From an optimization exercise on the open Yosys and OpenROAD flow, aimed at small area; shortcuts taken in it are not production practice.
In this exercise RTL edits were held to simulation tests only and were not proved equivalent to the original.
The clock cells of run 7 come from the design's own scripts or RTL, not from TritonCTS.
The clock port is modelled as an ideal driver, which makes a skipped or thinned clock tree look cheaper than it is; a real chip needs a root buffer or a tree.
No activity file was given, so power comes from the tool's default toggle rates.

## design/flow/design.v

```verilog
module receiver(
    input clk,
    input rst,
    input read_enable,
    input uart_rx,
    output [7:0] data_out,
    output rx_status
);
localparam [13:0] CB = 14'd0;
localparam [13:0] CW = 14'd19;
localparam READY    = 2'b00;
localparam WAIT_BIT = 2'b01;
localparam LOAD_BIT = 2'b10;
localparam READ_BIT = 2'b11;
reg [1:0] state;
reg [13:0] t;
reg [8:0] sr;
reg x;
wire hit = ~t[0] & ~t[1] & ~t[2] & ~t[3] & ~t[4] & t[5] & ~t[6] & ~t[7] & t[8] &
           t[11] & ~t[12] & ~t[13];
wire ready = (state == READY);
wire wt    = (state == WAIT_BIT);
wire load  = (state == LOAD_BIT);
wire rd    = (state == READ_BIT);
always @(posedge clk) begin
    if (rst)
        state <= READY;
    else
    case (state)
        READY    : if (read_enable && !uart_rx) state <= WAIT_BIT;
        WAIT_BIT : if (hit && !uart_rx) state <= LOAD_BIT;
        LOAD_BIT : state <= READ_BIT;
        READ_BIT : if (hit) state <= (x && !sr[0]) ? READY : LOAD_BIT;
    endcase
end
always @(posedge clk) begin
    if (rst || (ready && read_enable))
        x <= 1'b0;
    else if (load && sr[0])
        x <= 1'b1;
end
assign rx_status = ready & x;
wire ldw = ready | (wt & hit & uart_rx);
wire ldb = (wt & hit & ~uart_rx) | (rd & hit);
always @(posedge clk) begin
    if (ldw)
        t <= CW;
    else if (ldb)
        t <= CB;
    else
        t <= ~{t[12:0], t[12] ^ t[13]};
end
always @(posedge clk) begin
    if (wt & hit)
        sr <= 9'b100000000;
    else if (load) begin
        if (!sr[0])
            sr <= {uart_rx, sr[8:1]};
        else if (x)
            sr[0] <= 1'b0;
    end
end
assign data_out = sr[8:1];
endmodule
module encryptor(
    input clk,
    input rst,
    input encrypt_enable,
    input [7:0] data_in,
    output reg [7:0] data_out,
    output cy_status
);
reg [2:0] s;
reg [7:0] lfsr_reg;
reg [7:0] prev_output;
always @(posedge clk) begin
    if (rst)
        s <= 3'b000;
    else begin
        s[0] <= ~s[0] & (s[1] | encrypt_enable);
        s[1] <= s[1] ^ s[0];
        s[2] <= s[1] & s[0];
    end
end
assign cy_status = s[2];
wire [7:0] key = {lfsr_reg[6:0], lfsr_reg[7] ^ lfsr_reg[5] ^ lfsr_reg[4] ^ lfsr_reg[3]};
always @(posedge clk) begin
    if (rst) begin
        lfsr_reg <= 8'b10111011;
        prev_output <= 8'b10101110;
        data_out <= 8'b00000000;
    end else if (cy_status) begin
        lfsr_reg <= key;
        data_out <= key ^ prev_output ^ data_in;
        prev_output <= data_out;
    end
end
endmodule
module transmitter(
    input clk,
    input rst,
    input send_enable,
    input [7:0] data,
    output reg uart_tx,
    output tx_status
);
reg [13:0] t;
reg [3:0] idx;
reg ld;
wire hit = ~t[0] & t[1] & t[2] & t[3] & ~t[4] & t[5] & ~t[6] & ~t[7] & ~t[8] &
           t[10] & ~t[12] & ~t[13];
wire ready = idx[3] & ~idx[2] & idx[0];
wire snd   = ~ready & ~ld;
always @(posedge clk) begin
    if (rst) begin
        idx <= 4'd11;
        ld <= 1'b0;
    end else if (ready) begin
        idx <= send_enable ? 4'd15 : 4'd11;
        ld <= send_enable;
    end else if (ld)
        ld <= 1'b0;
    else if (hit) begin
        idx <= idx + 1'b1;
        ld <= ~(idx[3] & ~idx[0]);
    end
end
always @(posedge clk) begin
    if (ready | (snd & hit))
        t <= 14'd0;
    else
        t <= ~{t[12:0], t[0] ^ t[13]};
end
wire bit_out = idx[3] ? ~idx[0] : data[idx[2:0]];
always @(posedge clk) begin
    if (rst)
        uart_tx <= 1'b1;
    else if (ld)
        uart_tx <= bit_out;
end
assign tx_status = idx[3] & ~idx[1] & idx[0];
endmodule
module top(
    input clk,
    input rst,
    input read_enable,
    input uart_rx,
    output uart_tx,
    output status
);
wire send_enable;
wire encrypt_enable;
wire [7:0] received_data;
wire [7:0] encrypted_data;
receiver    rx (clk, rst, read_enable,     uart_rx,         received_data,   encrypt_enable);
encryptor   cy (clk, rst, encrypt_enable,  received_data,   encrypted_data,  send_enable);
transmitter tx (clk, rst, send_enable,     encrypted_data,  uart_tx,         status);
endmodule
```

## design/flow/config.mk

```make
export PLATFORM = sky130hd
export DESIGN_NAME = top
export DESIGN_NICKNAME = top
export VERILOG_FILES = /design/flow/design.v
export SDC_FILE = /design/flow/constraint.sdc
export NUM_CORES = 4
export LEC_CHECK = 0
export CAP_MARGIN = 20
export CORE_MARGIN = 2
export CORE_UTILIZATION = 40
export SLEW_MARGIN = 20
```

## design/flow/flow/run.sh

```bash
#!/bin/bash
# Own flow: the standard ORFS flow, with ABC's buffers removed at
# floorplan, small port buffers and no CTS dummy loads.
export REMOVE_ABC_BUFFERS=1
export BUFFER_PORTS_ARGS="-buffer_cell sky130_fd_sc_hd__buf_1"
export CTS_ARGS="-sink_clustering_enable -repair_clock_nets -dont_use_dummy_load"
bash standard.sh > standard.log 2>&1
```

## design/flow/standard.sh

```bash
#!/bin/bash
# synth_recipe.tcl (not shown) runs the flow's synth.tcl, then flattens the netlist and writes it again
# the make line also repeats each setting of config.mk as NAME=value (left out here)
make -C /OpenROAD-flow-scripts/flow DESIGN_CONFIG=/design/flow/config.mk WORK_HOME=/design/flow/orfs CLKGATE_MAP_FILE= SYNTH_SCRIPT=/design/flow/synth_recipe.tcl "${@:-finish}"
```

## design/flow/constraint.sdc

```tcl
create_clock -name core_clock -period 5.0 [get_ports {clk}]
set_input_delay 1.0000 -clock core_clock [delete_from_list [all_inputs] [get_ports {clk}]]
set_output_delay 1.0000 -clock core_clock [all_outputs]
set_load 0.01 [all_outputs]
```

==> notes.md, run 1 <==
worst path buffer plus inverter count=1; FP Rows=30; worst endpoint required time=~4000 ps; largest net degree at the start of global routing=39; total CTS buffers=9; Power per Cell Area=315.7 nW/um2; min Tclk post-route=roughly 2200 ps; Final Cycle Share=between 40% and 50%; final setup fails=0; global-route wire length before repair=between 7000 and 8000 um; top flop regs=rx.t x14, tx.t x14, rx.sr x9; area grow syn2layout=6.970%; Antenna diodes=0; slowest stage cell, crit path=dfxtp_1; crit end category=output port; Startpoint Class=flip-flop; critical path type=reg2out; Yosys reg bits=73; Seq/Total Area, Yosys=a little over half; worst slack, placed=3086 ps; CP max stage delay=520 ps; RSZ-0062 raised after global routing=no; Clock Skew=just over 20 ps; Mapped Area=2800 um2; syn avg cell area=just over 10 um2; Max clock buf depth=2; layout cells sized above 1=6.985%; total track usage=12.85%; ys async rst share=0%; post-DR wirelength/cell=11.75 um; CP delay by family, top=flip-flops; die height=approximately 90 um; Synth Instances=between 200 and 300; fin nets=280; Final ANT Viol Nets=0; worst setup margin=2756 ps; Final GP Congestion=just over 0.7; Clock transition at path regs=around 60 ps; Die Wd=between 80 and 90 um; Clock Latency Late Sink=roughly 330 ps; leak pwr=roughly 0.0012 uW; ys flop type=dfxtp_1; yosys warns=3; router iterations before antenna repair=4; Initial DRC Count=roughly 70; I/O pins=6; DIE AREA=7686 um2; worst slew pin tran=~440 ps; Synth cell types=42; # DRC=0; initial antenna violation count=0; Post-synth EDFFs=0; GRT overflow=0; starting density of the core=about two fifths; max_cap viols=0; CTS resizes=0; Slew HR=between 70 and 80%; DP HPWL=2852 um; maximum fanout along the worst path=10; WL final=between 4000 and 5000 um; Max VDD drop=0.1179 mV; max-slew violation count=0; # port buffers=5; status=no timing/DRC/antenna violations; fmax=445.7 MHz; Core Area=about 6800 um2; # Post-CTS Setup Buffers=0; final setup TNS=0 ps; CP cell instances=nand2_1, nor2_1, buf_1; clk sinks=73; FILL cells=663; Vias per Instance=~4.8; Root Buffer=clkbuf_8; Min-Delay Path Class=reg2reg; post-cts hold buffer count=0; CP arrival=1240 ps; final hold vios=0; CTS HTree Levels=3; Via Count=approximately 1800; CTS tree=yes; vias in the first global route=1626
[worst reg2reg max path: cells and delay by family (launching register included)]
kind | cells | cell delay, ps
simple gates | 4 | 1140
flops | 1 | 320
[cell usage after synthesis (3+ instances only)]
cell type / n / share of area, %
mux2i_1: 23 / 8.2
dfxtp_1: 73 / 52
nor2_1: 55 / 7.4
o211ai_1: 3 / 0.80
nor2b_1: 15 / 3.4
clkbuf_1: 8 / 1.1
inv_1: 3 / 0.40
buf_2: 6 / 1.1
a211oi_1: 3 / 0.80
xnor2_1: 19 / 5.9
a31oi_1: 4 / 0.89
o21ai_0: 4 / 0.71
a21o_1: 4 / 1.1
a211o_1: 11 / 3.4
a21oi_1: 5 / 0.89
[layout by cell type, fill, tap and decap left out, drive strengths merged, types with 3 or more instances in the layout]
cell type  count
a21o           4
xnor2         19
dfxtp         73
o21ai          4
mux2i         23
inv            3
a31oi          4
a21oi          5
nor2          55
a211oi         3
o211ai         3
buf            8
a211o         11
clkbuf         9
nor2b         15
[power by group]
group          internal, uW  switching [uW]  total, uW
clock                   161             175        336
sequential              589            5.25        594
combinational          5.88            10.1       16.0
total                   755             191        946
[metal layers]
layer	track usage (%)	up-vias	part of all wire (%)
met5	0	-	0
met4	5.874	0	1.8
met3	5.090	6	2.7
met2	18.46	17	42
met1	17.00	809	53
li1	-	922	-
[path summary, 6_finish.rpt]
| check | slack [ps] | cells past startpoint | end | startpoint |
|---|---|---|---|---|
| setup / recovery | 2760 | 3 | status | tx.idx[0]$_SDFFE_PP1P_ |
| setup reg to reg | 3400 | 4 | rx.sr[3]$_SDFFE_PN0P_ | rx.t[11]$_SDFF_PP0_ |
| hold reg to reg | 380 | 1 | tx.t[12]$_SDFF_PP0_ | tx.t[11]$_SDFF_PP0_ |
| hold / removal | 380 | 1 | tx.t[12]$_SDFF_PP0_ | tx.t[11]$_SDFF_PP0_ |
[cell families after synthesis]
| group | share of synthesized area, % |
|---|---|
| XOR/XNOR | 6.568 |
| AO/OA/AOI/OAI | 9.562 |
| flip-flops | 52.19 |
| multiplexers | 9.830 |
| buffers and inverters | 3.619 |
| adder cells (fa/ha/maj) | 0.8935 |
| AND/OR/NAND/NOR | 17.34 |
[layout make-up]
| class | count | area, um2 | share of cell area, % |
|---|---|---|---|
| Clock buffer | 9 | 123.9 | 4.135 |
| Inverter | 3 | 11.26 | 0.3759 |
| Multi-Input combinational cell | 179 | 1237 | 41.31 |
| Sequential cell | 73 | 1461 | 48.79 |
| Tap cell | 96 | 120.1 | 4.010 |
| Timing Repair Buffer | 8 | 41.29 | 1.378 |
[metrics by stage]
stage / utilization (%) / cells / instance area [um2] / total power [uW] / hold slack [ps]
4_1_cts: 44.09 / 368 / 2995 / 962.1 / 382.4
3_3_place_gp: 42.27 / 359 / 2872 / 623.3 / 372.7
3_5_place_dp: 42.27 / 359 / 2872 / 623.3 / 371.4
5_1_grt: 44.09 / 368 / 2995 / 990.2 / 403.2
6_report: 44.09 / 368 / 2995 / 945.7 / 382.8
2_1_floorplan: - / 255 / 2710 / 614.1 / 368.2
==> inputs of run 2 (changes only) <==
==> design/flow/flow/run.sh (replaced) <==
#!/bin/bash
# Own flow: the standard ORFS flow (standard.sh) with three changes:
#  - after the standard synthesis, the combinational logic between the
#    registers is re-mapped by ABC for area (registers, their names and cells
#    are kept as the standard synthesis made them);
#  - port buffers are buf_1 cells;
#  - CTS builds the clock tree of clkbuf_4 cells and inserts no dummy loads.
set -euo pipefail
W=$(pwd)
R=$W/orfs/results/sky130hd/top/base
export REMOVE_ABC_BUFFERS=1
export BUFFER_PORTS_ARGS="-buffer_cell sky130_fd_sc_hd__buf_1"
export CTS_ARGS="${CTS_ARGS_OVERRIDE:--sink_clustering_enable -repair_clock_nets -dont_use_dummy_load -buf_list sky130_fd_sc_hd__clkbuf_4}"
bash standard.sh synth > $W/standard_synth.log 2>&1
cp $R/1_2_yosys.v $W/standard_1_2_yosys.v
LIB=$FLOW_HOME/platforms/sky130hd/lib/sky130_fd_sc_hd__tt_025C_1v80.lib
# sequential cells of the standard synthesis: kept as they are
SEQ=$(grep -o "sky130_fd_sc_hd__[a-z0-9_]*" $W/standard_1_2_yosys.v | sort -u | grep -E "__(df|edf|sdf|sedf|dl)" | tr '\n' ' ')
DU=$(sed -n '/DONT_USE_CELLS +=/,/^#/p' $FLOW_HOME/platforms/sky130hd/config.mk | grep -o "sky130_fd_sc_hd__[a-z0-9_]*" | sed 's/^/-dont_use /' | tr '\n' ' ')
cat > $W/resynth.ys <<EOS
read_liberty -ignore_miss_func $LIB
read_verilog $W/standard_1_2_yosys.v
hierarchy -top top
setattr -mod -set keep_hierarchy 1 $SEQ
flatten
delete t:\\\$scopeinfo
rename -hide w:_*_.*
opt_clean
abc -liberty $LIB $DU -script $W/flow/resynth.abc
opt_clean -purge
hierarchy -top top
blackbox $SEQ
tee -o $W/resynth_stat.txt stat -liberty $LIB
write_verilog -noattr -nohex -nodec $W/resynth_1_2_yosys.v
EOS
yosys -s $W/resynth.ys > $W/resynth.log 2>&1
yosys -p "read_liberty -lib $LIB; read_verilog $W/resynth_1_2_yosys.v; hierarchy -check -top top; check -assert" > $W/resynth_check.log 2>&1
# keep the standard synthesis unless the re-mapped netlist has exactly its
# registers (same instance names and cells) and nothing unmapped
regs() { python3 - "$1" <<'EOP'
import re,sys
t=open(sys.argv[1]).read()
for c,n in sorted(re.findall(r'(sky130_fd_sc_hd__(?:df|edf|sdf|sedf|dl)\w*)\s+(\S+)\s*\(',t)): print(c,n)
EOP
}
if [[ -s $W/resynth_1_2_yosys.v ]] && ! grep -qE "always|reg " $W/resynth_1_2_yosys.v \
   && [[ "$(regs $W/standard_1_2_yosys.v)" == "$(regs $W/resynth_1_2_yosys.v)" ]] \
   && grep -q "No problems found\|Found and reported 0 problems" $W/resynth_check.log; then
  echo "using re-mapped netlist" > $W/resynth_used.txt
  cp $W/resynth_1_2_yosys.v $R/1_2_yosys.v
  touch $R/1_2_yosys.v
else
  echo "using standard netlist" > $W/resynth_used.txt
fi
bash standard.sh > $W/standard.log 2>&1
==> design/flow/flow/resynth.abc (new file) <==
strash
dch -f
amap -F 10 -A 10 -C 1000
topo
--- a/design/flow/config.mk
+++ b/design/flow/config.mk
@@ -7,5 +7,5 @@
 export LEC_CHECK = 0
 export CAP_MARGIN = 20
 export CORE_MARGIN = 2
-export CORE_UTILIZATION = 40
+export CORE_UTILIZATION = 70
 export SLEW_MARGIN = 20
==> notes.md, run 2 <==
Power per Cell Area=318.6 nW/um2 (+0.93%); largest net degree at the start of global routing=31 (-21%); Root Buffer=clkbuf_4; layout cells sized above 1=3.806% (-3.2 points); fin util=79.11% (+35 points); final setup TNS=0 ps (unchanged); Clock Latency Late Sink=400 ps (+70 ps); Via Count=2011 (+15%); worst endpoint required time=5270 ps (+1270 ps); DIE AREA=4100 um2 (-47%); most common cell after layout, fill and taps aside=dfxtp_1; vias in the first global route=1901 (+17%); clk sinks=73 (unchanged); CTS HTree Levels=3 (unchanged); fin nets=295 (+5.4%); fmax=417.7 MHz (-6.3%); DP HPWL=3357 um (+18%); Clock transition at path regs=90 ps (+30 ps); die height=64.03 um (-27%); Clock Skew=16.47 ps (-3.964 ps); starting density of the core=74.42% (+33 points); RSZ-0062 raised after global routing=no; # port buffers=5 (unchanged); hold path depth=1 (unchanged); critical path type=reg2reg; CTS tree=yes; total track usage=26.69% (+14 points); area grow syn2layout=6.300%; Core Area=3390 um2 (-50%); Final Cycle Share=47.88% (+3.0 points); max-slew violation count=0 (unchanged); min Tclk post-route=2394 ps (+150.3 ps); Max VDD drop=0.2802 mV (+140%); Min-Delay Path Class=reg2reg; total CTS buffers=9 (unchanged); initial antenna violation count=0 (unchanged); leak pwr=0.0009921 uW (-15%); WL final=4730 um (+9.4%); I/O pins=6 (unchanged); Slew HR=40.44% (-30 points); setup slack, reg-to-reg=2610 ps (-790 ps); Startpoint Class=flip-flop; router iterations before antenna repair=4 (unchanged); Antenna diodes=0 (unchanged); Vias per Instance=6.003 (+26%); Final ANT Viol Nets=0 (unchanged); CP arrival=2660 ps (+1420 ps); worst slew pin tran=886.5 ps (+444.5 ps); GRT overflow=0 (unchanged); syn avg cell area=9.240 um2 (-10%); Final GP Congestion=0.7937 (+9.9%); # DRC=0 (unchanged); top flop regs=rx.t x14, tx.t x14, rx.sr x9; global-route wire length before repair=8383 um (+11%); Max clock buf depth=2 (unchanged); post-cts hold buffer count=0 (unchanged); FP Rows=21 (-30%); Die Wd=64.03 um (-27%); Synth Instances=273 (+0.37%); max_cap viols=0 (unchanged); # Post-CTS Setup Buffers=0 (unchanged); status=no timing/DRC/antenna violations; commonest cells after routing, fill and taps aside=dfxtp_1 (73), nor2_1 (59), clkinv_1 (25); yosys warns=3 (unchanged); maximum fanout along the worst path=11 (+1); Worst Reg-to-Reg Cells=5 (+1); final hold vios=0 (unchanged); CTS resizes=0 (unchanged); Initial DRC Count=131 (+82%); Mapped Area=2522 um2 (-9.9%); final setup fails=0 (unchanged); post-DR wirelength/cell=14.12 um (+20%); crit end category=flip-flop
run 2: per-layer routing:
layer | part of all wire [%] | up-vias | global-route usage, %
met3 | 4.7 | 13 | 7.923
met4 | 2.1 | 0 | 11.41
met1 | 44 | 912 | 33.29
li1 | - | 1034 | -
met5 | 0 | - | 0
met2 | 49 | 52 | 42.97
run 2: power breakdown:
group | leakage, uW | internal [uW] | switching [uW]
Sequential | 0.000591 | 588 | 4.34
Combinational | 0.000360 | 4.49 | 11.2
Clock | 0.0000414 | 83.6 | 163
Total | 0.000992 | 676 | 178
run 2: final cells by class:
class	instances	area [um2]
flip-flops and latches	73	1461
multi-input cells	175	967.2
fillers	245	708.2
inverters	25	93.84
clock buffers	9	67.56
well taps	46	57.56
repair buffers	7	33.78
run 2: through the flow:
| step | area [um2] | instances | hold WS (ps) | worst slack (ps) | power, uW |
|---|---|---|---|---|---|
| finish | 2681 | 335 | 393.3 | 2606 | 854.4 |
| global route | 2681 | 335 | 407.1 | 2329 | 889.3 |
| CTS | 2681 | 335 | 396.2 | 2610 | 856.1 |
| detailed placement | 2614 | 326 | 371.1 | 2606 | 621.7 |
| global placement | 2614 | 326 | 371.6 | 2690 | 620.5 |
| floorplan | 2522 | 273 | 368.2 | 2961 | 612.7 |
run 2: worst paths after layout:
path / startpoint / to
max: rx.t[1]$_SDFF_PP1_ / rx.t[11]$_SDFF_PP0_
min: tx.t[11]$_SDFF_PP0_ / tx.t[12]$_SDFF_PP0_
max reg2reg: rx.t[1]$_SDFF_PP1_ / rx.t[11]$_SDFF_PP0_
min reg2reg: tx.t[11]$_SDFF_PP0_ / tx.t[12]$_SDFF_PP0_
run 2: critical path: stages, from the launching register on:
cell and delay [ps]:
dfxtp_1 320, or4b_1 510, or3_1 430, nor2b_1 400, or2_0 530, nor2_1 90
==> inputs of run 3 (changes only) <==
==> design/flow/flow/run.sh (replaced) <==
#!/bin/bash
# Own flow: the standard ORFS flow (standard.sh) with these changes:
#  - after the standard synthesis, the combinational logic between the
#    registers is re-mapped by ABC for area with each abc_*.script here; the
#    smallest netlist that keeps the standard synthesis's registers (names
#    and cells) and that Yosys proves equivalent to it is laid out;
#  - ABC's buffers are removed at floorplan (REMOVE_ABC_BUFFERS);
#  - port buffers are buf_1 cells;
#  - CTS builds the clock tree of clkbuf_4 cells and inserts no dummy loads.
# Each tool's output goes to a log file in this folder.
set -euo pipefail
W=$(pwd)
R=$W/orfs/results/sky130hd/top/base
export REMOVE_ABC_BUFFERS=1
export BUFFER_PORTS_ARGS="-buffer_cell sky130_fd_sc_hd__buf_1"
export CTS_ARGS="${CTS_ARGS_OVERRIDE:--sink_clustering_enable -repair_clock_nets -dont_use_dummy_load -buf_list sky130_fd_sc_hd__clkbuf_4}"
bash standard.sh synth > $W/standard_synth.log 2>&1
cp $R/1_2_yosys.v $W/standard_1_2_yosys.v
LIB=$FLOW_HOME/platforms/sky130hd/lib/sky130_fd_sc_hd__tt_025C_1v80.lib
# sequential cells of the standard synthesis: kept as they are
SEQ=$(grep -o "sky130_fd_sc_hd__[a-z0-9_]*" $W/standard_1_2_yosys.v | sort -u | grep -E "__(df|edf|sdf|sedf|dl)" | tr '\n' ' ')
DU=$(sed -n '/DONT_USE_CELLS +=/,/^#/p' $FLOW_HOME/platforms/sky130hd/config.mk | grep -o "sky130_fd_sc_hd__[a-z0-9_]*" | sed 's/^/-dont_use /' | tr '\n' ' ')
regs() { python3 - "$1" <<'EOP'
import re,sys
t=open(sys.argv[1]).read()
for c,n in sorted(re.findall(r'(sky130_fd_sc_hd__(?:df|edf|sdf|sedf|dl)\w*)\s+(\S+)\s*\(',t)): print(c,n)
EOP
}
REGS_STD=$(regs $W/standard_1_2_yosys.v)
best=""; best_area=""
for S in $W/flow/abc_*.script; do
  k=$(basename $S .script)
  cat > $W/resynth_$k.ys <<EOS
read_liberty -ignore_miss_func $LIB
read_verilog $W/standard_1_2_yosys.v
hierarchy -top top
setattr -mod -set keep_hierarchy 1 $SEQ
flatten
delete t:\\\$scopeinfo
rename -hide w:_*_.*
opt_clean
abc -liberty $LIB $DU -script $S
opt_clean -purge
hierarchy -top top
blackbox $SEQ
tee -o $W/resynth_$k.stat stat -liberty $LIB
write_verilog -noattr -nohex -nodec $W/resynth_$k.v
EOS
  yosys -s $W/resynth_$k.ys > $W/resynth_$k.log 2>&1 || continue
  yosys -p "read_liberty -lib $LIB; read_verilog $W/resynth_$k.v; hierarchy -check -top top; check -assert" > $W/resynth_${k}_check.log 2>&1 || continue
  [[ -s $W/resynth_$k.v ]] || continue
  ! grep -qE "always|reg " $W/resynth_$k.v || continue
  [[ "$(regs $W/resynth_$k.v)" == "$REGS_STD" ]] || continue
  # equivalence with the standard synthesis, registers paired by name
  yosys -p "read_liberty -ignore_miss_func $LIB; read_verilog $W/standard_1_2_yosys.v; rename top gold;
    read_verilog $W/resynth_$k.v; rename top gate; hierarchy -check;
    flatten gold gate; rename -hide w:_*; opt_clean gold gate;
    equiv_make gold gate eq; hierarchy -top eq; equiv_simple -seq 2; equiv_induct; equiv_status -assert" > $W/resynth_${k}_equiv.log 2>&1 || continue
  a=$(grep "Chip area" $W/resynth_$k.stat | awk '{print $NF}')
  echo "$k $a" >> $W/resynth_areas.txt
  if [[ -z "$best" ]] || python3 -c "import sys; sys.exit(0 if $a < $best_area else 1)"; then
    best=$k; best_area=$a
  fi
done
if [[ -n "$best" ]]; then
  echo "using re-mapped netlist $best ($best_area)" > $W/resynth_used.txt
  cp $W/resynth_$best.v $R/1_2_yosys.v
  touch $R/1_2_yosys.v
else
  echo "using standard netlist" > $W/resynth_used.txt
fi
bash standard.sh > $W/standard.log 2>&1
==> design/flow/flow/abc_s1.script (new file) <==
strash
dch -f
amap -F 10 -A 10 -C 1000
topo
==> design/flow/flow/abc_s12.script (new file) <==
&get -n
&st
&dch -f
&nf -a -F 10 -A 10
&put
mfs2
strash
dch -f
amap -F 10 -A 10 -C 1000
topo
==> design/flow/flow/abc_s13.script (new file) <==
strash
dch -f
amap -F 10 -A 10 -C 1000
mfs2
strash
dch -f
amap -F 10 -A 10 -C 1000
mfs2
strash
dch -f
amap -F 10 -A 10 -C 1000
topo
==> design/flow/flow/abc_s15.script (new file) <==
strash
dch -f
amap -F 10 -A 10 -C 1000
mfs2
strash
dch -f
amap -F 10 -A 10 -C 1000
mfs2
strash
dch -f
amap -F 10 -A 10 -C 1000
mfs2
strash
dch -f
amap -F 10 -A 10 -C 1000
mfs2
strash
dch -f
amap -F 10 -A 10 -C 1000
topo
==> design/flow/flow/abc_s16.script (new file) <==
&get -n
&st
&dch -f
&nf -a -F 10 -A 10
&put
mfs2
strash
dch -f
amap -F 10 -A 10 -C 1000
mfs2
strash
dch -f
amap -F 10 -A 10 -C 1000
mfs2
strash
dch -f
amap -F 10 -A 10 -C 1000
topo
==> design/flow/flow/abc_s8.script (new file) <==
strash
dc2
strash
dch -f
amap -F 10 -A 10 -C 1000
mfs2 -a
strash
dch -f
amap -F 10 -A 10 -C 1000
topo
removed: design/flow/flow/resynth.abc
==> notes.md, run 3 <==
global-route wire length before repair=8135 um (-3.0%); final hold vios=0 (unchanged); critical path type=reg2reg; initial antenna violation count=0 (unchanged); fin util=78.65% (-0.46 points); Via Count=1942 (-3.4%); # DRC=0 (unchanged); crit end category=flip-flop; Mapped Area=2486 um2 (-1.4%); Vias per Instance=5.921 (-1.4%); Core Area=3363 um2 (-0.78%); I/O pins=6 (unchanged); FILL cells=237 (-3.3%); fmax=362.7 MHz (-13%); max-slew violation count=0 (unchanged); largest net degree at the start of global routing=27 (-13%); maximum fanout along the worst path=9 (-2); Top cell by count, worst path=nor2_1; router iterations before antenna repair=4 (unchanged); syn avg cell area=9.346 um2 (+1.2%); post-place instance area=2577 um2 (-1.4%); # port buffers=5 (unchanged); Net Sw Frac=20.89% (+0.042 points); Slew HR=43.96% (+3.5 points); Max VDD drop=0.2345 mV (-16%); die height=63.60 um (-0.68%); Clock Skew=36.45 ps (+19.97 ps); layout cells sized above 1=3.901% (+0.094 points); starting density of the core=73.92% (-0.50 points); Root Buffer=clkbuf_4; total track usage=25.99% (-0.70 points); Final Cycle Share=55.14% (+7.3 points); WL final=4596 um (-2.8%); CP max stage delay=580 ps (+50 ps); Max clock buf depth=2 (unchanged); top flop regs=rx.t x14, tx.t x14, rx.sr x9; Power per Cell Area=325.8 nW/um2 (+2.3%); Clock transition at path regs=110 ps (+20 ps); status=no timing/DRC/antenna violations; worst endpoint required time=5350 ps (+80 ps); worst setup margin=2243 ps (-363.0 ps); Min-Delay Path Class=reg2reg; Logic pwr share=2.4% (+0.6 points); design area=2645 um2 (-1.4%); max_cap viols=0 (unchanged); sequential share of power=69.4% (about the same); Final GP Congestion=0.8290 (+4.4%); total CTS buffers=9 (unchanged); Antenna diodes=0 (unchanged); hold path depth=1 (unchanged); final setup TNS=0 ps (unchanged); RSZ-0062 raised after global routing=no; internal power=681.8 uW (+0.82%); slowest stage cell, crit path=nor4_1; commonest cells after routing, fill and taps aside=dfxtp_1 (73), nor2_1 (67), clkinv_1 (22); Net Sw Power=180.0 uW (+1.1%); CP cell instances=nor2_1, nand2_1, or4_1, nor4_1, clkinv_1, nor2_1, o21ai_0, nor2_1; DIE AREA=4044 um2 (-1.4%); Initial DRC Count=164 (+25%); fin nets=288 (-2.4%); Synth Instances=266 (-2.6%); worst slew pin tran=839.4 ps (-47.13 ps); Startpoint Class=flip-flop; DP HPWL=3195 um (-4.8%); # Post-CTS Setup Buffers=0 (unchanged); CTS HTree Levels=3 (unchanged); leak pwr=0.0009949 uW (+0.28%); min Tclk post-route=2757 ps (+363.0 ps); vias in the first global route=1861 (-2.1%); post-cts hold buffer count=0 (unchanged); area grow syn2layout=6.392% (about the same); Final ANT Viol Nets=0 (unchanged); yosys warns=3 (unchanged); clk sinks=73 (unchanged); Worst Reg-to-Reg Cells=8 (+3); worst slack, placed=2310 ps (-295.5 ps); Die Wd=63.60 um (-0.68%); post-DR wirelength/cell=14.01 um (-0.76%); FP Rows=21 (unchanged); clock group share of total power=28.2% (-0.6 points); Clock Latency Late Sink=410 ps (about the same); GRT overflow=0 (unchanged); most common cell after layout, fill and taps aside=dfxtp_1; final setup fails=0 (unchanged); CTS tree=yes; CP arrival=3110 ps (+450 ps); CTS resizes=0 (unchanged)
-- run 3: worst paths after layout --
check,from,end,slack (ps)
hold reg to reg,rx.t[10]$_SDFF_PP0_,rx.t[11]$_SDFF_PP0_,370
hold / removal,rx.t[10]$_SDFF_PP0_,rx.t[11]$_SDFF_PP0_,370
setup reg to reg,rx.t[12]$_SDFF_PP0_,rx.state[1]$_SDFFE_PP0P_,2240
setup / recovery,rx.t[12]$_SDFF_PP0_,rx.state[1]$_SDFFE_PP0P_,2240
-- run 3: cell type report --
type / count / area, um2 / area share, %
timing repair buffer: 7 / 33.78 / 1.277
tap: 46 / 57.56 / 2.176
clock buffer: 9 / 67.56 / 2.554
inverter: 22 / 82.58 / 3.122
multi-input combinational: 171 / 942.2 / 35.62
sequential: 73 / 1461 / 55.25
-- run 3: worst max-delay path, delay by kind of cell (launching register included) --
kind / cells / cell delay, ps
AOI/OAI and AO/OA: 1 / 180
and+or+nand+nor: 6 / 1950
buffers and inverters: 1 / 270
DFF: 1 / 330
-- run 3: per-layer routing --
layer | global-route usage, % | part of all wire, %
met1 | 32.79 | 46
met3 | 6.607 | 4.3
met2 | 42.24 | 48
met5 | 0 | 0
met4 | 11.14 | 0.98
-- run 3: power by group through the flow --
stage          logic, uW  registers (uW)  clock network, uW
3_3_place_gp        20.4             611                  0
2_1_floorplan       12.5             609                  0
5_1_grt             23.8             599                272
3_5_place_dp        20.9             612                  0
6_report            20.8             598                243
4_1_cts             20.9             598                247
-- run 3: per-stage QoR --
stage | total power (uW) | hold slack, ps | std cells
final | 861.8 | 370.9 | 328
after CTS | 866.2 | 378.7 | 328
after floorplan | 622.0 | 368.2 | 266
after global placement | 631.5 | 378.2 | 318
after detailed placement | 632.6 | 381.9 | 319
after global routing | 894.9 | 413.7 | 328
==> inputs of run 4 (changes only) <==
--- a/design/flow/design.v
+++ b/design/flow/design.v
@@ -104,32 +104,29 @@
     output reg uart_tx,
     output tx_status
 );
+localparam [13:0] C = 14'd143;
+localparam [13:0] E = 14'd6;
+localparam [13:0] D = C ^ E;
 reg [13:0] t;
 reg [3:0] idx;
-reg ld;
-wire hit = ~t[0] & t[1] & t[2] & t[3] & ~t[4] & t[5] & ~t[6] & ~t[7] & ~t[8] &
-           t[10] & ~t[12] & ~t[13];
+wire same = ((t ^ C) & ~D) == 14'd0;
+wire hit  = same & (((t ^ E) & D) == 14'd0);
+wire atc  = same & (((t ^ C) & D) == 14'd0);
 wire ready = idx[3] & ~idx[2] & idx[0];
-wire snd   = ~ready & ~ld;
+wire ld    = ~ready & atc;
 always @(posedge clk) begin
-    if (rst) begin
+    if (rst)
         idx <= 4'd11;
-        ld <= 1'b0;
-    end else if (ready) begin
+    else if (ready)
         idx <= send_enable ? 4'd15 : 4'd11;
-        ld <= send_enable;
-    end else if (ld)
-        ld <= 1'b0;
-    else if (hit) begin
+    else if (hit)
         idx <= idx + 1'b1;
-        ld <= ~(idx[3] & ~idx[0]);
-    end
 end
 always @(posedge clk) begin
-    if (ready | (snd & hit))
-        t <= 14'd0;
+    if (ready | hit)
+        t <= C;
     else
-        t <= ~{t[12:0], t[0] ^ t[13]};
+        t <= {~t[12:0], t[0] ^ t[4] ^ t[13]};
 end
 wire bit_out = idx[3] ? ~idx[0] : data[idx[2:0]];
 always @(posedge clk) begin
==> notes.md, run 4 <==
status=no timing/DRC/antenna violations; WL final=4405 um (-4.2%); area grow syn2layout=6.108%; commonest cells after routing, fill and taps aside=dfxtp_1 (72), nor2_1 (60), clkinv_1 (25); Antenna diodes=0 (unchanged); Power per Cell Area=321.1 nW/um2 (-1.5%); worst slew pin tran=1033 ps (+193.2 ps); syn avg cell area=9.113 um2 (-2.5%); worst setup margin=2594 ps (+350.9 ps); total CTS buffers=9 (unchanged); max-slew violation count=0 (unchanged); internal power=668.8 uW (-1.9%); largest net degree at the start of global routing=27 (unchanged); fin util=78.20% (-0.45 points); Via Count=1909 (-1.7%); Slew HR=30.63% (-13 points); CP delay by family, top=flip-flops; fin nets=293 (+1.7%); fmax=415.6 MHz (+15%); Final ANT Viol Nets=0 (unchanged); final hold vios=0 (unchanged); FP Rows=21 (unchanged); post-cts hold buffer count=0 (unchanged); CP max stage delay=840 ps (+260 ps); CP cell instances=clkinv_1, o221a_1, a211oi_1; RSZ-0062 raised after global routing=no; Vias per Instance=5.733 (-3.2%); Core Area=3363 um2 (unchanged); min Tclk post-route=2406 ps (-350.9 ps); slowest stage cell, crit path=dfxtp_1; CTS tree=yes; Initial DRC Count=145 (-12%); vias in the first global route=1838 (-1.2%); max_cap viols=0 (unchanged); CP arrival=2690 ps (-420 ps); clock group share of total power=28.9% (+0.7 points); worst endpoint required time=5280 ps (-70 ps); DP HPWL=3126 um (-2.2%); GRT overflow=0 (unchanged); CTS resizes=0 (unchanged); # DRC=0 (unchanged); crit path launch=cy.s[2]$_SDFF_PP0_; maximum fanout along the worst path=25 (+16); Root Buffer=clkbuf_4; leak pwr=0.001007 uW (+1.2%); # Post-CTS Setup Buffers=0 (unchanged); worst hold start=rx.t[10]$_SDFF_PP0_; top flop regs=rx.t x14, tx.t x14, rx.sr x9; Mapped Area=2479 um2 (-0.30%); Max VDD drop=0.2696 mV (+15%); layout cells sized above 1=3.484% (-0.42 points); Net Sw Frac=20.80% (-0.083 points); CTS HTree Levels=3 (unchanged); worst path buffer plus inverter count=1 (unchanged); starting density of the core=73.70% (-0.22 points); sequential share of power=69.2% (-0.2 points); final setup TNS=0 ps (unchanged); Clock Skew=26.12 ps (-10.33 ps); die height=63.51 um (-0.14%); Logic pwr share=1.8% (-0.6 points); global-route wire length before repair=7997 um (-1.7%); DIE AREA=4033 um2 (-0.28%); total track usage=25.47% (-0.53 points); clk sinks=72 (-1.4%); Max clock buf depth=2 (unchanged); Startpoint Class=flip-flop; # port buffers=5 (unchanged); Clock transition at path regs=110 ps (about the same); Finished Layout Cells=333 (+1.5%); most common cell after layout, fill and taps aside=dfxtp_1; Min-Delay Path Class=reg2reg; reg-to-reg startpoint=cy.s[2]$_SDFF_PP0_; Net Sw Power=175.7 uW (-2.4%); Final GP Congestion=0.7899 (-4.7%); critical path type=reg2reg; Synth Instances=272 (+2.3%); Tot Pwr=844.5 uW (-2.0%); Die Wd=63.51 um (-0.14%); initial antenna violation count=0 (unchanged); crit end category=flip-flop; Final Cycle Share=48.12% (-7.0 points); placed insts=324 (+1.6%); Clock Latency Late Sink=400 ps (about the same); post-DR wirelength/cell=13.23 um (-5.6%); yosys warns=3 (unchanged); I/O pins=6 (unchanged); worst slack, placed=2609 ps (+299.0 ps); final setup fails=0 (unchanged); router iterations before antenna repair=4 (unchanged)
-- run 4: area by class of cell --
cell class | count | area, um2
well taps | 46 | 57.56
flip-flops and latches | 72 | 1441
inverters | 25 | 93.84
clock buffers | 9 | 67.56
multi-input cells | 175 | 943.4
fillers | 236 | 733.2
repair buffers | 6 | 26.28
-- run 4: power groups by stage --
stage	combinational, uW	clock (uW)	sequential, uW
final	15.6	244	585
after global placement	15.4	0	598
after global routing	18.6	273	586
after floorplan	8.59	0	597
after CTS	16.0	246	585
after detailed placement	15.9	0	598
-- run 4: worst reg2reg max path: cells and delay by family (launching register included) --
kind | cells | cell delay, ps
flops | 1 | 840
compound gates | 2 | 670
buf+inv | 1 | 780
-- run 4: path summary, 6_finish.rpt --
kind | slack, ps | endpoint | depth (start not counted)
setup reg to reg | 2590 | tx.idx[2]$_SDFFE_PP0P_ | 3
hold / removal | 390 | rx.t[11]$_SDFF_PP0_ | 1
setup / recovery | 2590 | tx.idx[2]$_SDFFE_PP0P_ | 3
hold reg to reg | 390 | rx.t[11]$_SDFF_PP0_ | 1
-- run 4: per-stage QoR --
step,hold slack (ps),area [um2]
final,394.7,2630
after global routing,425.8,2630
after CTS,396.7,2630
after detailed placement,383.4,2562
after global placement,374.6,2562
after floorplan,368.2,2479
-- run 4: per-layer routing --
layer | GRT usage (%) | share of wire [%] | up-vias
met3 | 5.893 | 3.2 | 10
li1 | - | - | 998
met5 | 0 | 0 | -
met4 | 11.68 | 1.4 | 0
met1 | 31.52 | 46 | 865
met2 | 42.11 | 49 | 36
==> inputs of run 5 (changes only) <==
==> design/flow/flow/abc_s17.script (new file) <==
&get -n
&st
&deepsyn -T 30
&put
strash
dch -f
amap -F 10 -A 10 -C 1000
mfs2
strash
dch -f
amap -F 10 -A 10 -C 1000
mfs2
strash
dch -f
amap -F 10 -A 10 -C 1000
mfs2
strash
dch -f
amap -F 10 -A 10 -C 1000
topo
==> design/flow/flow/abc_s21.script (new file) <==
&get -n
&st
&deepsyn -T 60 -S 13
&put
strash
dch -f
amap -F 10 -A 10 -C 1000
mfs2
strash
dch -f
amap -F 10 -A 10 -C 1000
mfs2
strash
dch -f
amap -F 10 -A 10 -C 1000
mfs2
strash
dch -f
amap -F 10 -A 10 -C 1000
topo
==> notes.md, run 5 <==
status=no timing/DRC/antenna violations; die height=63.22 um (-0.45%); Antenna diodes=0 (unchanged); Power per Cell Area=323.0 nW/um2 (+0.59%); final hold vios=0 (unchanged); max_cap viols=0 (unchanged); Mapped Area=2455 um2 (-0.96%); Via Count=1871 (-2.0%); Slew HR=45.39% (+15 points); fin nets=295 (+0.68%); total CTS buffers=9 (unchanged); Clock Latency Late Sink=400 ps (about the same); Final GP Congestion=0.8450 (+7.0%); Min-Delay Path Class=reg2reg; worst endpoint required time=5230 ps (-50 ps); Clock transition at path regs=110 ps (about the same); final setup fails=0 (unchanged); WL final=4186 um (-5.0%); CP arrival=2470 ps (-220 ps); FILL cells=262 (+11%); max-slew violation count=0 (unchanged); clk sinks=72 (unchanged); FP Rows=21 (unchanged); Vias per Instance=5.585 (-2.6%); RSZ-0062 raised after global routing=no; # DRC=0 (unchanged); initial antenna violation count=0 (unchanged); DP HPWL=3014 um (-3.6%); area grow syn2layout=6.167% (about the same); total track usage=23.39% (-2.1 points); CTS tree=yes; fmax=448.3 MHz (+7.9%); most common cell after layout, fill and taps aside=dfxtp_1; post-cts hold buffer count=0 (unchanged); final setup TNS=0 ps (unchanged); # Post-CTS Setup Buffers=0 (unchanged); Max clock buf depth=2 (unchanged); commonest cells after routing, fill and taps aside=dfxtp_1 (72), clkinv_1 (40), nor2_1 (40); Final ANT Viol Nets=0 (unchanged); Max VDD drop=0.2511 mV (-6.9%); Core Area=3363 um2 (unchanged); worst slew pin tran=810.6 ps (-222.0 ps); Initial DRC Count=81 (-44%); GRT overflow=0 (unchanged); worst hold start=rx.t[10]$_SDFF_PP0_; critical path type=in2reg; post-DR wirelength/cell=12.50 um (-5.5%); vias in the first global route=1736 (-5.5%); I/O pins=6 (unchanged); yosys warns=3 (unchanged); Root Buffer=clkbuf_4; Die Wd=63.22 um (-0.45%); min Tclk post-route=2230 ps (-175.6 ps); crit end category=flip-flop; largest net degree at the start of global routing=27 (unchanged); global-route wire length before repair=7210 um (-9.8%); Startpoint Class=primary input; worst slack, placed=2382 ps (-227.0 ps); CTS HTree Levels=3 (unchanged); hold path depth=1 (unchanged); Clock Skew=32.80 ps (+6.684 ps); Synth Instances=274 (+0.74%); top flop regs=rx.t x14, tx.t x14, rx.sr x9; layout cells sized above 1=3.460% (-0.024 points); # port buffers=5 (unchanged); syn avg cell area=8.959 um2 (-1.7%); Final Cycle Share=44.61% (-3.5 points); reg-to-reg startpoint=rx.t[0]$_SDFF_PP1_; Worst Reg-to-Reg Cells=7 (+4); worst setup margin=2770 ps (+175.6 ps); starting density of the core=72.99% (-0.71 points); Tot Pwr=841.8 uW (-0.32%); DIE AREA=3997 um2 (-0.90%); leak pwr=0.0009814 uW (-2.5%); maximum fanout along the worst path=26 (+4.0%); CTS resizes=0 (unchanged); crit path launch=rst; router iterations before antenna repair=4 (unchanged)
## run 5: cell types whose count changed in the layout (fill, tap and decap cells not counted), moves of 6 or more
cell / change
o22a_1: +10
clkinv_1: +15
nand2_1: +6
nor2_1: -20
## run 5: per-stage QoR
| step | utilization [%] | hold WS (ps) | instance area, um2 | cells |
|---|---|---|---|---|
| 5_1_grt | 77.49 | 399.3 | 2606 | 335 |
| 3_5_place_dp | 75.48 | 385.0 | 2539 | 326 |
| 4_1_cts | 77.49 | 381.4 | 2606 | 335 |
| 2_1_floorplan | - | 368.2 | 2455 | 274 |
| 3_3_place_gp | 75.48 | 369.3 | 2539 | 326 |
| 6_report | 77.49 | 374.9 | 2606 | 335 |
## run 5: final cells by class
class	instances	area [um2]	share of cell area [%]
Sequential cell	72	1441	55.30
Multi-Input combinational cell	162	863.3	33.13
Inverter	40	150.1	5.761
Clock buffer	9	67.56	2.592
Tap cell	46	57.56	2.208
Timing Repair Buffer	6	26.28	1.008
## run 5: worst max-delay path, stage by stage
cell      delay (ps)
buf_1            310
clkinv_1         210
nand2_1          630
or3_1            210
o221ai_1         100
## run 5: path summary, 6_finish.rpt
path                                       to  slack (ps)
setup reg to reg        rx.sr[3]$_SDFFE_PN0P_        2940
setup / recovery  cy.data_out[6]$_SDFFE_PP0P_        2770
hold / removal            rx.t[11]$_SDFF_PP0_         370
hold reg to reg           rx.t[11]$_SDFF_PP0_         370
## run 5: power by group
group	leakage, uW	internal [uW]	switching (uW)
clock	0.0000414	83.7	160
sequential	0.000584	580	3.89
combinational	0.000356	4.20	10.4
## run 5: metal layers
layer | GRT usage (%) | wire length, um | up-vias
met4 | 8.152 | 38 | 0
met5 | 0 | 0 | -
met3 | 9.107 | 157 | 4
met1 | 29.79 | 2154 | 855
li1 | - | - | 986
met2 | 36.44 | 1836 | 26
==> inputs of run 6 (changes only) <==
--- a/design/flow/design.v
+++ b/design/flow/design.v
@@ -77,9 +77,9 @@
     if (rst)
         s <= 3'b000;
     else begin
-        s[0] <= ~s[0] & (s[1] | encrypt_enable);
-        s[1] <= s[1] ^ s[0];
-        s[2] <= s[1] & s[0];
+        s[0] <= ~s[1] & (s[0] | encrypt_enable);
+        s[1] <= s[0];
+        s[2] <= s[1] & ~s[0];
     end
 end
 assign cy_status = s[2];
--- a/design/flow/flow/run.sh
+++ b/design/flow/flow/run.sh
@@ -27,9 +27,9 @@
 EOP
 }
 REGS_STD=$(regs $W/standard_1_2_yosys.v)
-best=""; best_area=""
-for S in $W/flow/abc_*.script; do
-  k=$(basename $S .script)
+# one re-map per ABC script, four at a time
+remap() {
+  S=$1; k=$(basename $S .script)
   cat > $W/resynth_$k.ys <<EOS
 read_liberty -ignore_miss_func $LIB
 read_verilog $W/standard_1_2_yosys.v
@@ -46,22 +46,27 @@
 tee -o $W/resynth_$k.stat stat -liberty $LIB
 write_verilog -noattr -nohex -nodec $W/resynth_$k.v
 EOS
-  yosys -s $W/resynth_$k.ys > $W/resynth_$k.log 2>&1 || continue
-  yosys -p "read_liberty -lib $LIB; read_verilog $W/resynth_$k.v; hierarchy -check -top top; check -assert" > $W/resynth_${k}_check.log 2>&1 || continue
-  [[ -s $W/resynth_$k.v ]] || continue
-  ! grep -qE "always|reg " $W/resynth_$k.v || continue
-  [[ "$(regs $W/resynth_$k.v)" == "$REGS_STD" ]] || continue
+  timeout 900 yosys -s $W/resynth_$k.ys > $W/resynth_$k.log 2>&1 || return 0
+  yosys -p "read_liberty -lib $LIB; read_verilog $W/resynth_$k.v; hierarchy -check -top top; check -assert" > $W/resynth_${k}_check.log 2>&1 || return 0
+  [[ -s $W/resynth_$k.v ]] || return 0
+  ! grep -qE "always|reg " $W/resynth_$k.v || return 0
+  [[ "$(regs $W/resynth_$k.v)" == "$REGS_STD" ]] || return 0
   # equivalence with the standard synthesis, registers paired by name
-  yosys -p "read_liberty -ignore_miss_func $LIB; read_verilog $W/standard_1_2_yosys.v; rename top gold;
+  timeout 900 yosys -p "read_liberty -ignore_miss_func $LIB; read_verilog $W/standard_1_2_yosys.v; rename top gold;
     read_verilog $W/resynth_$k.v; rename top gate; hierarchy -check;
     flatten gold gate; rename -hide w:_*; opt_clean gold gate;
-    equiv_make gold gate eq; hierarchy -top eq; equiv_simple -seq 2; equiv_induct; equiv_status -assert" > $W/resynth_${k}_equiv.log 2>&1 || continue
-  a=$(grep "Chip area" $W/resynth_$k.stat | awk '{print $NF}')
-  echo "$k $a" >> $W/resynth_areas.txt
-  if [[ -z "$best" ]] || python3 -c "import sys; sys.exit(0 if $a < $best_area else 1)"; then
-    best=$k; best_area=$a
-  fi
+    equiv_make gold gate eq; hierarchy -top eq; equiv_simple -seq 2; equiv_induct; equiv_status -assert" > $W/resynth_${k}_equiv.log 2>&1 || return 0
+  echo "$k $(grep "Chip area" $W/resynth_$k.stat | awk '{print $NF}')" > $W/resynth_$k.ok
+}
+n=0
+for S in $W/flow/abc_*.script; do
+  remap $S &
+  n=$((n+1)); if (( n % 4 == 0 )); then wait; fi
 done
+wait
+cat $W/resynth_*.ok > $W/resynth_areas.txt 2>/dev/null || true
+best=$(sort -k2 -g $W/resynth_areas.txt 2>/dev/null | head -1 | awk '{print $1}')
+best_area=$(sort -k2 -g $W/resynth_areas.txt 2>/dev/null | head -1 | awk '{print $2}')
 if [[ -n "$best" ]]; then
   echo "using re-mapped netlist $best ($best_area)" > $W/resynth_used.txt
   cp $W/resynth_$best.v $R/1_2_yosys.v
==> design/flow/flow/abc_d1.script (new file) <==
&get -n
&st
&deepsyn -T 45 -S 1
&put
strash
dch -f
amap -F 10 -A 10 -C 1000
mfs2
strash
dch -f
amap -F 10 -A 10 -C 1000
mfs2
strash
dch -f
amap -F 10 -A 10 -C 1000
mfs2
strash
dch -f
amap -F 10 -A 10 -C 1000
topo
==> design/flow/flow/abc_d2.script (new file) <==
&get -n
&st
&deepsyn -T 45 -S 2
&put
strash
dch -f
amap -F 10 -A 10 -C 1000
mfs2
strash
dch -f
amap -F 10 -A 10 -C 1000
mfs2
strash
dch -f
amap -F 10 -A 10 -C 1000
mfs2
strash
dch -f
amap -F 10 -A 10 -C 1000
topo
==> design/flow/flow/abc_d3.script (new file) <==
&get -n
&st
&deepsyn -T 45 -S 3
&put
strash
dch -f
amap -F 10 -A 10 -C 1000
mfs2
strash
dch -f
amap -F 10 -A 10 -C 1000
mfs2
strash
dch -f
amap -F 10 -A 10 -C 1000
mfs2
strash
dch -f
amap -F 10 -A 10 -C 1000
topo
==> design/flow/flow/abc_d4.script (new file) <==
&get -n
&st
&deepsyn -T 45 -S 4
&put
strash
dch -f
amap -F 10 -A 10 -C 1000
mfs2
strash
dch -f
amap -F 10 -A 10 -C 1000
mfs2
strash
dch -f
amap -F 10 -A 10 -C 1000
mfs2
strash
dch -f
amap -F 10 -A 10 -C 1000
topo
==> notes.md, run 6 <==
status=no timing/DRC/antenna violations; layout cells sized above 1=3.020% (-0.44 points); min Tclk post-route=2281 ps (+50.61 ps); CP arrival=2540 ps (+70 ps); # port buffers=5 (unchanged); # DRC=0 (unchanged); CP cell instances=buf_1, clkinv_1, nand2_1, clkinv_1, nand2_1, o21ai_0; Initial DRC Count=114 (+41%); CTS tree=yes; Min-Delay Path Class=reg2reg; Antenna diodes=0 (unchanged); Tot Pwr=845.4 uW (+0.43%); I/O pins=6 (unchanged); final setup fails=0 (unchanged); Max VDD drop=0.2683 mV (+6.8%); Power per Cell Area=326.6 nW/um2 (+1.1%); Via Count=1908 (+2.0%); die height=63.10 um (-0.19%); DP HPWL=3239 um (+7.5%); top flop regs=rx.t x14, tx.t x14, rx.sr x9; maximum fanout along the worst path=15 (-42%); slowest stage cell, crit path=clkinv_1; FP Rows=21 (unchanged); WL final=4416 um (+5.5%); crit path capture=cy.lfsr_reg[2]$_SDFFE_PP0P_; Core Area=3337 um2 (-0.78%); DIE AREA=3982 um2 (-0.38%); post-DR wirelength/cell=12.84 um (+2.7%); worst endpoint required time=5260 ps (+30 ps); fin nets=304 (+3.1%); reg-to-reg startpoint=rx.state[0]$_SDFFE_PP0P_; Root Buffer=clkbuf_4; largest net degree at the start of global routing=25 (-7.4%); syn avg cell area=8.609 um2 (-3.9%); Clock Skew=26.19 ps (-6.611 ps); global-route wire length before repair=7741 um (+7.4%); # Post-CTS Setup Buffers=0 (unchanged); Startpoint Class=primary input; Finished Layout Cells=344 (+2.7%); Clock Latency Late Sink=410 ps (about the same); Final ANT Viol Nets=0 (unchanged); vias in the first global route=1831 (+5.5%); starting density of the core=73.27% (+0.27 points); leak pwr=0.0009913 uW (+1.0%); router iterations before antenna repair=5 (+1); Die Wd=63.10 um (-0.19%); GRT overflow=0 (unchanged); Final Cycle Share=45.62% (+1.0 points); max-slew violation count=0 (unchanged); Vias per Instance=5.547 (-0.69%); Slew HR=46.47% (+1.1 points); setup slack, reg-to-reg=2790 ps (-150 ps); final setup TNS=0 ps (unchanged); total CTS buffers=9 (unchanged); post-cts hold buffer count=0 (unchanged); critical path depth=6 (+1); Mapped Area=2445 um2 (-0.41%); Worst Reg-to-Reg Cells=7 (unchanged); CP max stage delay=400 ps (-230 ps); total track usage=25.66% (+2.3 points); crit path launch=rst; placed insts=335 (+2.8%); Max clock buf depth=2 (unchanged); commonest cells after routing, fill and taps aside=dfxtp_1 (72), nor2_1 (52), clkinv_1 (42); CTS HTree Levels=3 (unchanged); most common cell after layout, fill and taps aside=dfxtp_1; CTS resizes=0 (unchanged); CP delay by family, top=buffers and inverters; Synth Instances=284 (+3.6%); fmax=438.4 MHz (-2.2%); Clock transition at path regs=100 ps (about the same); worst path buffer plus inverter count=3 (+1); clk sinks=72 (unchanged); Final GP Congestion=0.7783 (-7.9%); FF-to-FF End=rx.sr[1]$_SDFFE_PN0P_; initial antenna violation count=0 (unchanged); Hold WS=390.4 ps (+15.48 ps); critical path type=in2reg; fin util=77.58% (+0.085 points); final hold vios=0 (unchanged); area grow syn2layout=5.885%; yosys warns=3 (unchanged); crit end category=flip-flop; worst slew pin tran=794.6 ps (-16.02 ps); RSZ-0062 raised after global routing=no; max_cap viols=0 (unchanged)
==> run 6: cell types whose count changed in the layout (fill, tap and decap cells not counted), sizes merged, moves of 4 or more <==
| cell | before | now |
|---|---|---|
| nor3 | 12 | 8 |
| o22ai | 27 | 21 |
| nand2 | 18 | 13 |
| a21oi | 10 | 28 |
| o22a | 10 | 1 |
| o21ai | 19 | 24 |
| nor2 | 40 | 52 |
==> run 6: stage by stage <==
step / setup slack, ps / instance area, um2
floorplan: 3024 / 2445
finish: 2719 / 2589
global route: 2448 / 2589
global placement: 2379 / 2521
detailed placement: 2308 / 2521
CTS: 2726 / 2589
==> run 6: cell type report <==
cell class	instances	area, um2
repair buffers	5	18.77
inverters	42	157.7
clock buffers	9	67.56
fillers	256	748.2
multi-input cells	170	845.8
well taps	46	57.56
flip-flops and latches	72	1441
==> run 6: power by group <==
group / internal (uW) / switching, uW / leakage [uW]
clock network: 83.7 / 163 / 0.0000414
registers: 580 / 3.83 / 0.000584
logic: 3.88 / 10.8 / 0.000366
total: 668 / 178 / 0.000991
==> run 6: layer usage <==
metal | global-route usage, % | vias to the layer above | routed length (um)
li1 | - | 1003 | -
met2 | 40.03 | 35 | 1970
met5 | 0 | - | 0
met3 | 7.143 | 10 | 154
met1 | 32.55 | 860 | 2187
met4 | 13.33 | 0 | 104
==> run 6: worst reg2reg max path, stage by stage (launching register included) <==
cell and delay (ps):
dfxtp_1 390, clkinv_1 110, nor2_1 110, nand4_1 90, nor4_1 350, clkinv_1 230
o21ai_0 680, o22ai_1 130
==> run 6: how the worst min path moves through the flow <==
stage / depth (start not counted) / end / slack, ps / startpoint
global route: 1 / tx.t[3]$_SDFF_PP1_ / 410 / tx.t[2]$_SDFF_PP1_
global placement: 1 / rx.t[10]$_SDFF_PP0_ / 370 / rx.t[9]$_SDFF_PP0_
floorplan: 1 / rx.t[10]$_SDFF_PP0_ / 370 / rx.t[9]$_SDFF_PP0_
CTS: 1 / rx.t[10]$_SDFF_PP0_ / 390 / rx.t[9]$_SDFF_PP0_
finish: 1 / rx.t[10]$_SDFF_PP0_ / 390 / rx.t[9]$_SDFF_PP0_
detailed placement: 1 / rx.t[10]$_SDFF_PP0_ / 380 / rx.t[9]$_SDFF_PP0_
==> inputs of run 7 (changes only) <==
--- a/design/flow/flow/run.sh
+++ b/design/flow/flow/run.sh
@@ -6,7 +6,8 @@
 #    and cells) and that Yosys proves equivalent to it is laid out;
 #  - ABC's buffers are removed at floorplan (REMOVE_ABC_BUFFERS);
 #  - port buffers are buf_1 cells;
-#  - CTS builds the clock tree of clkbuf_4 cells and inserts no dummy loads.
+#  - CTS inserts no dummy loads, and its tree is then replaced by four
+#    clkbuf_8 cells fed from the clock port (clock_tree.tcl).
 # Each tool's output goes to a log file in this folder.
 set -euo pipefail
 W=$(pwd)
@@ -14,6 +15,7 @@
 export REMOVE_ABC_BUFFERS=1
 export BUFFER_PORTS_ARGS="-buffer_cell sky130_fd_sc_hd__buf_1"
 export CTS_ARGS="${CTS_ARGS_OVERRIDE:--sink_clustering_enable -repair_clock_nets -dont_use_dummy_load -buf_list sky130_fd_sc_hd__clkbuf_4}"
+export POST_CTS_TCL=$W/flow/clock_tree.tcl
 bash standard.sh synth > $W/standard_synth.log 2>&1
 cp $R/1_2_yosys.v $W/standard_1_2_yosys.v
 LIB=$FLOW_HOME/platforms/sky130hd/lib/sky130_fd_sc_hd__tt_025C_1v80.lib
==> design/flow/flow/clock_tree.tcl (new file) <==
# POST_CTS hook: replace the clock tree CTS built (clkbuf_4 H-tree) by four
# clkbuf_8 buffers fed from the clock port, each driving one cluster of
# registers (k-means on their locations), then legalize.
set cell_name sky130_fd_sc_hd__clkbuf_8
set K 4
set block [ord::get_db_block]
set db [ord::get_db]
set clk_port_net [[$block findBTerm clk] getNet]
set ::sinks {}; set ::old_insts {}; set ::old_nets {}
proc walk {net} {
  global sinks old_insts old_nets
  foreach it [$net getITerms] {
    if {[$it isOutputSignal]} continue
    set inst [$it getInst]
    set mname [[$inst getMaster] getName]
    if {[string match "*clkbuf*" $mname] || [string match "*clkinv*" $mname]} {
      if {[lsearch $old_insts $inst] >= 0} continue
      lappend old_insts $inst
      foreach ot [$inst getITerms] {
        if {[$ot isOutputSignal]} { set on [$ot getNet]; if {$on != "NULL"} { lappend old_nets $on; walk $on } }
      }
    } else { lappend sinks $it }
  }
}
walk $clk_port_net
set sinks $::sinks; set old_insts $::old_insts; set old_nets $::old_nets
set pts {}
foreach it $sinks { set b [[$it getInst] getBBox]; lappend pts [list [expr {([$b xMin]+[$b xMax])/2}] [expr {([$b yMin]+[$b yMax])/2}]] }
set n [llength $pts]
# k-means, deterministic start: sinks sorted by x then picked evenly

set cents {}
set sorted [lsort -real -index 0 $pts]
for {set k 0} {$k < $K} {incr k} { lappend cents [lindex $sorted [expr {int(($k + 0.5) * $n / $K)}]] }
for {set iter 0} {$iter < 50} {incr iter} {
  set asg {}
  foreach p $pts {
    set best 0; set bd 1e18
    for {set k 0} {$k < $K} {incr k} {
      set c [lindex $cents $k]
      set d [expr {pow([lindex $p 0]-[lindex $c 0],2)+pow([lindex $p 1]-[lindex $c 1],2)}]
      if {$d < $bd} { set bd $d; set best $k }
    }
    lappend asg $best
  }
  set newc {}
  for {set k 0} {$k < $K} {incr k} {
    set sx 0; set sy 0; set m 0
    foreach p $pts a $asg { if {$a == $k} { set sx [expr {$sx+[lindex $p 0]}]; set sy [expr {$sy+[lindex $p 1]}]; incr m } }
    if {$m > 0} { lappend newc [list [expr {$sx/$m}] [expr {$sy/$m}]] } else { lappend newc [lindex $cents $k] }
  }
  set cents $newc
}
foreach it $sinks { $it disconnect }
foreach inst $old_insts { odb::dbInst_destroy $inst }
foreach net $old_nets { if {[$net getITermCount] == 0 && [$net getBTermCount] == 0} { odb::dbNet_destroy $net } }
set master [$db findMaster $cell_name]
for {set k 0} {$k < $K} {incr k} {
  set buf [odb::dbInst_create $block $master clkbuf_k$k]
  set c [lindex $cents $k]
  $buf setLocation [expr {int([lindex $c 0])}] [expr {int([lindex $c 1])}]
  $buf setPlacementStatus PLACED
  set net [odb::dbNet_create $block clknet_k$k]
  $net setSigType CLOCK
  [$buf findITerm A] connect $clk_port_net
  [$buf findITerm X] connect $net
  set bufs($k) $net
}
foreach it $sinks a $asg { $it connect $bufs($a) }
puts "kbuf: $n sinks, [llength $old_insts] old buffers replaced by $K $cell_name"
detailed_placement
check_placement -verbose
estimate_parasitics -placement
report_worst_slack -max
report_worst_slack -min
==> notes.md, run 7 <==
status=no timing/DRC/antenna violations; worst slew pin tran=793.5 ps (-1.064 ps); area occupied by multi-input gates=845.8 um2 (unchanged); global-route wire length before repair=7693 um (-0.62%); # port buffers=5 (unchanged); I/O pins=6 (unchanged); Final ANT Viol Nets=0 (unchanged); starting density of the core=73.27% (unchanged); router iterations before antenna repair=4 (-1); Max VDD drop=0.2695 mV (+0.46%); FP Rows=21 (unchanged); commonest cells after routing, fill and taps aside=dfxtp_1 (72), nor2_1 (52), clkinv_1 (42); Via Count=1906 (-0.10%); fmax=396.6 MHz (-9.5%); layout cells sized above 1=1.365% (-1.7 points); yosys warns=3 (unchanged); initial antenna violation count=0 (unchanged); Finished Layout Cells=339 (-1.5%); met3 routed WL=157 um (+1.9%); critical path type=in2reg; largest net degree at the start of global routing=25 (unchanged); min Tclk post-route=2522 ps (+240.5 ps); Die Wd=63.10 um (unchanged); RSZ-0062 raised after global routing=no; met1 WL=2122 um (-3.0%); final hold vios=0 (unchanged); WL final=4361 um (-1.2%); crit end category=flip-flop; Min-Delay Path Class=reg2reg; area grow syn2layout=5.374%; Power per Cell Area=312.3 nW/um2 (-4.3%); die height=63.10 um (unchanged); vias in the first global route=1831 (unchanged); max-slew violation count=0 (unchanged); top flop regs=rx.t x14, tx.t x14, rx.sr x9; # DRC=0 (unchanged); most common cell after layout, fill and taps aside=dfxtp_1; Initial DRC Count=128 (+12%); worst hold start=rx.t[10]$_SDFF_PP0_; fin nets=299 (-1.6%); Core Area=3337 um2 (unchanged); Antenna diodes=0 (unchanged); placed insts=335 (unchanged); CP arrival=2540 ps (about the same); Mapped Area=2445 um2 (unchanged); setup slack, reg-to-reg=2770 ps (-20 ps); crit path launch=rst; Startpoint Class=primary input; fin util=77.20% (-0.37 points); post-DR wirelength/cell=12.86 um (+0.21%); Synth Instances=284 (unchanged); Clock Skew=24.37 ps (-1.820 ps); worst endpoint required time=5020 ps (-240 ps); total track usage=24.39% (-1.3 points); clk sinks=72 (unchanged); Vias per Instance=5.622 (+1.4%); Final GP Congestion=0.7783 (unchanged); FF/Latch Area=1441 um2 (unchanged); maximum fanout along the worst path=15 (unchanged); reg-to-reg startpoint=rx.state[0]$_SDFFE_PP0P_; syn avg cell area=8.609 um2 (unchanged); Tot Pwr=804.7 uW (-4.8%); Final Cycle Share=50.43% (+4.8 points); Hold WS=388.9 ps (-1.460 ps); leak pwr=0.0009786 uW (-1.3%); final setup fails=0 (unchanged); GRT overflow=0 (unchanged); DP HPWL=3239 um (unchanged); max_cap viols=0 (unchanged); FILL cells=250 (-2.3%); Clock Latency Late Sink=170 ps (-240 ps); met2 wire length=2037 um (+3.4%); Slew HR=46.54% (+0.072 points); Clock transition at path regs=100 ps (about the same); DR top layer=met4; final setup TNS=0 ps (unchanged); DIE AREA=3982 um2 (unchanged)
run 7: metal layers:
metal  track usage (%)  up-vias
li1                  -      988
met2             40.82       30
met4             5.000        0
met3             6.071        6
met5                 0        -
met1             32.20      882
run 7: through the flow:
stage / worst slack [ps] / instance area, um2
6_report: 2479 / 2576
3_3_place_gp: 2379 / 2521
5_1_grt: 2176 / 2576
3_5_place_dp: 2308 / 2521
2_1_floorplan: 3024 / 2445
run 7: layout make-up:
cell class              count  area share, %
plain buffers               4          2.137
multi-input cells         170          32.83
flip-flops and latches     72          55.95
repair buffers              5         0.7285
well taps                  46          2.234
inverters                  42          6.119
run 7: where the power goes:
part	leakage, uW	switching [uW]	total (uW)	internal [uW]
Clock	0.0000288	132	206	74.3
Combinational	0.000366	10.7	14.6	3.88
Sequential	0.000584	3.83	584	580
run 7: worst max-delay path, stage by stage:
cell and delay [ps]:
buf_1 290, clkinv_1 200, nand2_1 400, clkinv_1 390, nand2_1 170, o21ai_0 90
run 7: worst paths after layout:
path / cells past startpoint / endpoint
setup / recovery: 6 / cy.lfsr_reg[2]$_SDFFE_PP0P_
hold / removal: 1 / rx.t[11]$_SDFF_PP0_
setup reg to reg: 8 / rx.sr[8]$_SDFFE_PN1P_
hold reg to reg: 1 / rx.t[11]$_SDFF_PP0_

static timing again, ports no longer ideal:
In the flow no input, the clock included, has a driving cell. The finished layouts below were timed again as built, in two steps. Step 1: set_driving_cell puts a clkbuf_16 on clk and a buf_2 on each other input, an assumption about the parent block. Step 2 moves the port delays by t, midway between the first and last clock arrival at a register: inputs arrive t later, outputs are due t later. That takes back most of the time a late clock gives input paths. Slacks: ideal ports / drivers / drivers and shift; pairs: ideal ports / drivers.
run | t, ns | slack for setup (ns) | hold WS [ns] | worst register clock-pin slew, ns | pins driven straight from the clock port
run 1 | 0.352 | 2.756 / 2.727 / 3.079 | 0.383 / 0.383 / 0.383 | 0.08 / 0.08 | 1
run 2 | 0.412 | 2.606 / 2.606 / 2.606 | 0.393 / 0.393 / 0.393 | 0.10 / 0.10 | 1
run 3 | 0.410 | 2.243 / 2.243 / 2.243 | 0.371 / 0.371 / 0.371 | 0.11 / 0.11 | 1
run 4 | 0.406 | 2.594 / 2.594 / 2.594 | 0.395 / 0.395 / 0.395 | 0.11 / 0.11 | 1
run 5 | 0.403 | 2.770 / 2.771 / 2.368 | 0.375 / 0.375 / 0.375 | 0.11 / 0.11 | 1
run 6 | 0.418 | 2.719 / 2.721 / 2.303 | 0.390 / 0.390 / 0.390 | 0.11 / 0.11 | 1
run 7 | 0.212 | 2.478 / 2.512 / 2.300 | 0.389 / 0.389 / 0.389 | 0.12 / 0.12 | 4
After both steps every run listed still meets setup and hold. The setup slack of run 6, which loses most, moves by +0.002 ns with the drivers and by -0.416 ns with both steps.
